Context: an optimization exercise on an open-source flow, tuned for small area. The choices shown serve that exercise and are no tape-out recipe. Only simulation tests tie the RTL to the original design; equivalence was not proved. Power is estimated from default activity; no workload was simulated.

v6:
Design calc_top, start of the top module:
module calc_top(
        input clk,               
        input rst,               
        input [4:0] keycode,     
        input newkey,            
        output [15:0] calcOut,   
        output [7:0] digit,      
        output [7:0] segment,    
        output NEG_LED,
        output OVW_LED
        );
    reg [16:0] X, Y;         
    reg [1:0] OP;            
    reg [9:0] count10;       
    reg [1:0] count2;        
    wire [16:0] nextX, nextY;
    wire [1:0] nextOP;
    myCalc calculator (
        .X(X), .Y(Y), .OP(OP),
        .keycode(keycode), .newkey(newkey), .rst(rst),
        .nextX(nextX), .nextY(nextY), .nextOP(nextOP),
        .OVW(OVW_LED)
        );
    always @(posedge clk) begin
        X <= nextX;
        Y <= nextY;
        OP <= nextOP;
    end
    assign calcOut = X[15:0];
    assign NEG_LED = X[16];
    wire [9:0] next10;
    wire at_zero;
    DisplayInterface display (
        .value(X[15:0]), .count10(count10), .count2(count2),
        .next10(next10), .at_zero(at_zero),
        .digit(digit), .segment(segment)
        );
    always @(posedge clk or posedge rst)
        if (rst) count10 <= 10'b0;
        else count10 <= next10;
    always @(posedge clk or posedge rst)
        if (rst) count2 <= 2'b0;
        else if (at_zero) count2 <= count2 + 2'b1;
endmodule
Size in the first run: roughly 42 I/O pins, ~7100 um^2 of cells after synthesis.
export LEC_CHECK = 0
export ABC_AREA = 1
export CAP_MARGIN = 5
export CORE_MARGIN = 2
export CORE_UTILIZATION = 55
export CTS_BUF_LIST = sky130_fd_sc_hd__clkbuf_8
export GPL_TIMING_DRIVEN = 0
export SLEW_MARGIN = 5
export SYNTH_HIERARCHICAL = 1
create_clock -name core_clock -period 12.0 [get_ports {clk}]
standard.sh (not shown) runs the stock make flow with config.mk's settings and CLKGATE_MAP_FILE= SYNTH_SCRIPT=/design/flow/synth_recipe.tcl, a recipe that flattens the netlist after the stock synthesis.
==> flow/flow/run.sh <==
#!/bin/bash
# The standard synthesis (kept as std_synth.v for reference), the same
# synthesis without its final flatten (hier/), the combinational logic mapped
# again for area by flow/post.ys, a check that the registers are the standard
# synthesis's, then the standard layout from floorplan to finish.
set -euo pipefail
W=$(pwd)
P=$FLOW_PLATFORM
R=$W/orfs/results/$P/calc_top/base
H=$W/hier/results/$P/calc_top/base
LIB=$FLOW_HOME/platforms/$P/lib/sky130_fd_sc_hd__tt_025C_1v80.lib
bash standard.sh synth > $W/synth.log 2>&1
cp $R/1_2_yosys.v $W/std_synth.v
sed -e "s#WORK_HOME=[^ ]*#WORK_HOME=$W/hier#" -e "s#SYNTH_SCRIPT=[^ ]*#SYNTH_SCRIPT=$W/flow/hier_synth.tcl#" \
    -e '/^if \[\[/,$d' standard.sh > $W/hier.sh
bash $W/hier.sh $H/1_2_yosys.v > $W/hier_synth.log 2>&1
sed -e "s#@LIB@#$LIB#g" -e "s#@IN@#$H/1_2_yosys.v#" -e "s#@OUT@#$R/1_2_yosys.v#" -e "s#@W@#$W#" \
    -e "s#@CELLS@#$W/flow/cells.v#" flow/post.ys > $W/post_run.ys
yosys -s $W/post_run.ys > $W/post_yosys.log 2>&1
python3 flow/check_regs.py $W/std_synth.v $R/1_2_yosys.v > $W/check_regs.log 2>&1
bash standard.sh BUFFER_PORTS_ARGS="-buffer_cell sky130_fd_sc_hd__buf_1" finish > $W/layout.log 2>&1
Other scripts of this flow, unchanged in this note and not shown: flow/flow/cells.v, flow/flow/check_regs.py, flow/flow/hier_synth.tcl, flow/flow/post.ys
v6 completed every stage of the flow, and the final layout passed the timing, design-rule and antenna checks.
diff inputs: v6 => v7
--- a/flow/design.v
+++ b/flow/design.v
@@ -604,35 +604,29 @@
     fa u404 (a377, a378, fa403_1, fa404_0, fa404_1);
     wire fa405_0, fa405_1;
     fa u405 (a379, a380, fa404_1, fa405_0, fa405_1);
     wire fa406_0, fa406_1;
     fa u406 (a381, a382, fa405_1, fa406_0, fa406_1);
     wire fa407_0, fa407_1;
     fa u407 (a383, a384, fa406_1, fa407_0, fa407_1);
     wire fa408_0, fa408_1;
     fa u408 (a385, a386, fa407_1, fa408_0, fa408_1);
-    wire ha409_0, ha409_1;
-    ha u409 (a387, a388, ha409_0, ha409_1);
-    wire f410 = ha409_0 ^ fa408_1;
-    wire f411 = ha409_1 | (ha409_0 & fa408_1);
-    wire ha412_0, ha412_1;
-    ha u412 (a389, a390, ha412_0, ha412_1);
-    wire f413 = ha412_0 ^ f411;
-    wire f414 = ha412_1 | (ha412_0 & f411);
-    wire ha415_0, ha415_1;
-    ha u415 (a391, a392, ha415_0, ha415_1);
-    wire f416 = ha415_0 ^ f414;
-    wire f417 = ha415_1 | (ha415_0 & f414);
-    wire x418 = a393 ^ a394;
-    wire x419 = x418 ^ f417;
+    wire fa409_0, fa409_1;
+    fa u409 (a387, a388, fa408_1, fa409_0, fa409_1);
+    wire fa410_0, fa410_1;
+    fa u410 (a389, a390, fa409_1, fa410_0, fa410_1);
+    wire fa411_0, fa411_1;
+    fa u411 (a391, a392, fa410_1, fa411_0, fa411_1);
+    wire x412 = a393 ^ a394;
+    wire x413 = x412 ^ fa411_1;
     wire [17:0] P = {x207, fa190_0, ha182_0, fa174_0, ha167_0, fa160_0, ha154_0, fa148_0, ha143_0, fa138_0, ha134_0, fa130_0, ha127_0, fa124_0, ha122_0, fa120_0, ha119_0, l4};    
     wire [17:0] S = {x358, fa343_0, ha336_0, fa329_0, ha323_0, fa317_0, ha312_0, fa307_0, ha303_0, fa299_0, ha296_0, fa293_0, ha291_0, fa289_0, ha288_0, d208, 1'b0, X[0]};    
-    wire [17:0] A = {x419, f416, f413, f410, fa408_0, fa407_0, fa406_0, fa405_0, fa404_0, fa403_0, fa402_0, fa401_0, fa400_0, fa399_0, fa398_0, fa397_0, fa396_0, fa395_0};    
+    wire [17:0] A = {x413, fa411_0, fa410_0, fa409_0, fa408_0, fa407_0, fa406_0, fa405_0, fa404_0, fa403_0, fa402_0, fa401_0, fa400_0, fa399_0, fa398_0, fa397_0, fa396_0, fa395_0};    
     wire key     = newkey & ~rst;
     wire k_digit = key & keycode[4];
     wire k_op    = key & (keycode[4:2] == 3'b010);
     wire k_ce    = key & (keycode == 5'b01100);
     wire k_ca    = key & (keycode == 5'b00100);
     wire k_eq    = key & (keycode == 5'b00011);
     wire k_sqr   = key & (keycode == 5'b00001);
     wire k_neg   = key & (keycode == 5'b00010);
     wire op_mul = (OP == 2'b01);
@@ -640,23 +634,19 @@
     wire sel_a = (k_eq & OP[1]) | (k_neg & ~OP[1]);
     wire sel_p = (k_eq & op_mul) | (k_neg & OP[1]);
     wire sel_s = k_sqr;
     wire sel_x = ~(rst | k_digit | k_op | k_ce | k_ca | k_sqr | k_neg | (k_eq & (OP != 2'b00)));
     wire [16:0] shifted = {X[12:0], keycode[3:0]};
     wire [16:0] pick3_n, pick2_n;
     genvar b;
     generate for (b = 0; b < 17; b = b + 1) begin : pick
         ao222_n p3 (sel_shift, shifted[b], sel_a, A[b], sel_p, P[b], pick3_n[b]);
-        if (b == 1) begin : s_zero
-            assign pick2_n[b] = ~(sel_x & X[b]);
-        end else begin : s_bit
-            ao22_n p2 (sel_s, S[b], sel_x, X[b], pick2_n[b]);
-        end
+        ao22_n p2 (sel_s, S[b], sel_x, X[b], pick2_n[b]);
     end endgenerate
     always @* nextX = ~(pick3_n & pick2_n);
     wire hold_y = ~(rst | k_op | k_ca);
     assign nextY = ({17{k_op}} & X) | ({17{hold_y}} & Y);
     assign nextOP = ({2{k_op}} & keycode[1:0]) | ({2{hold_y}} & OP);
     assign OVW = (OP[1] & A[17]) | (op_mul & P[17]) | (k_sqr & S[17]);
 endmodule
 module fa(input a, input b, input c, output s, output co);
     assign s = a ^ b ^ c;
[summary]
- Per the comparison of v7 with v6, sequential cell count has remained practically unchanged; switching share of power higher; combinational power has increased; post-route minimum period grew by 0.14 ns.
- Wire length of the first global-routing pass was lower in the run labelled v7.
- v7 reports a higher critical path depth than v6 does.
- Lower overall track demand over capacity in global routing was reported by v7, not v6.
- Summary: half-perimeter wire length of the detailed placement result, v7 worse than v6
- When v7 is set beside v6, its detailed-route via count turns out to be 71 smaller.
- Lower post-detailed-route wirelength per cell was reported by v7, not v6.
- Compared with v6, v7 ends up with a larger final cell area.

-- what the ideal ports hide --
Ports are ideal in the flow. The routed layouts listed here were re-timed in OpenROAD.
Step 1 (the two cells are an assumption about what drives the block):
set clk [get_ports {clk}]
set_driving_cell -lib_cell sky130_fd_sc_hd__clkbuf_16 $clk
set_driving_cell -lib_cell sky130_fd_sc_hd__buf_2 [delete_from_list [all_inputs] $clk]
Step 2 adds t to the input delays and takes it off the output delays; t is the mean of the earliest and latest rising clock arrival at the registers after step 1. Input paths then give back, and output paths get back, about the clock's delay inside the block.
Three values: ideal, step 1, step 2; two values: the first two.
| run | t (ns) | setup slack, ns | latest minus earliest clock arrival (ns) | worst data-port slew with drivers (ns) | pins driven straight from the clock port |
|---|---|---|---|---|---|
| v6 | 0.351 | 0.428 / 0.393 / 0.745 | 0.009 / 0.009 | 0.03 | 1 |
| v7 | 0.351 | 0.292 / 0.254 / 0.606 | 0.010 / 0.011 | 0.03 | 1 |
After both steps setup and hold are still met in every run listed.
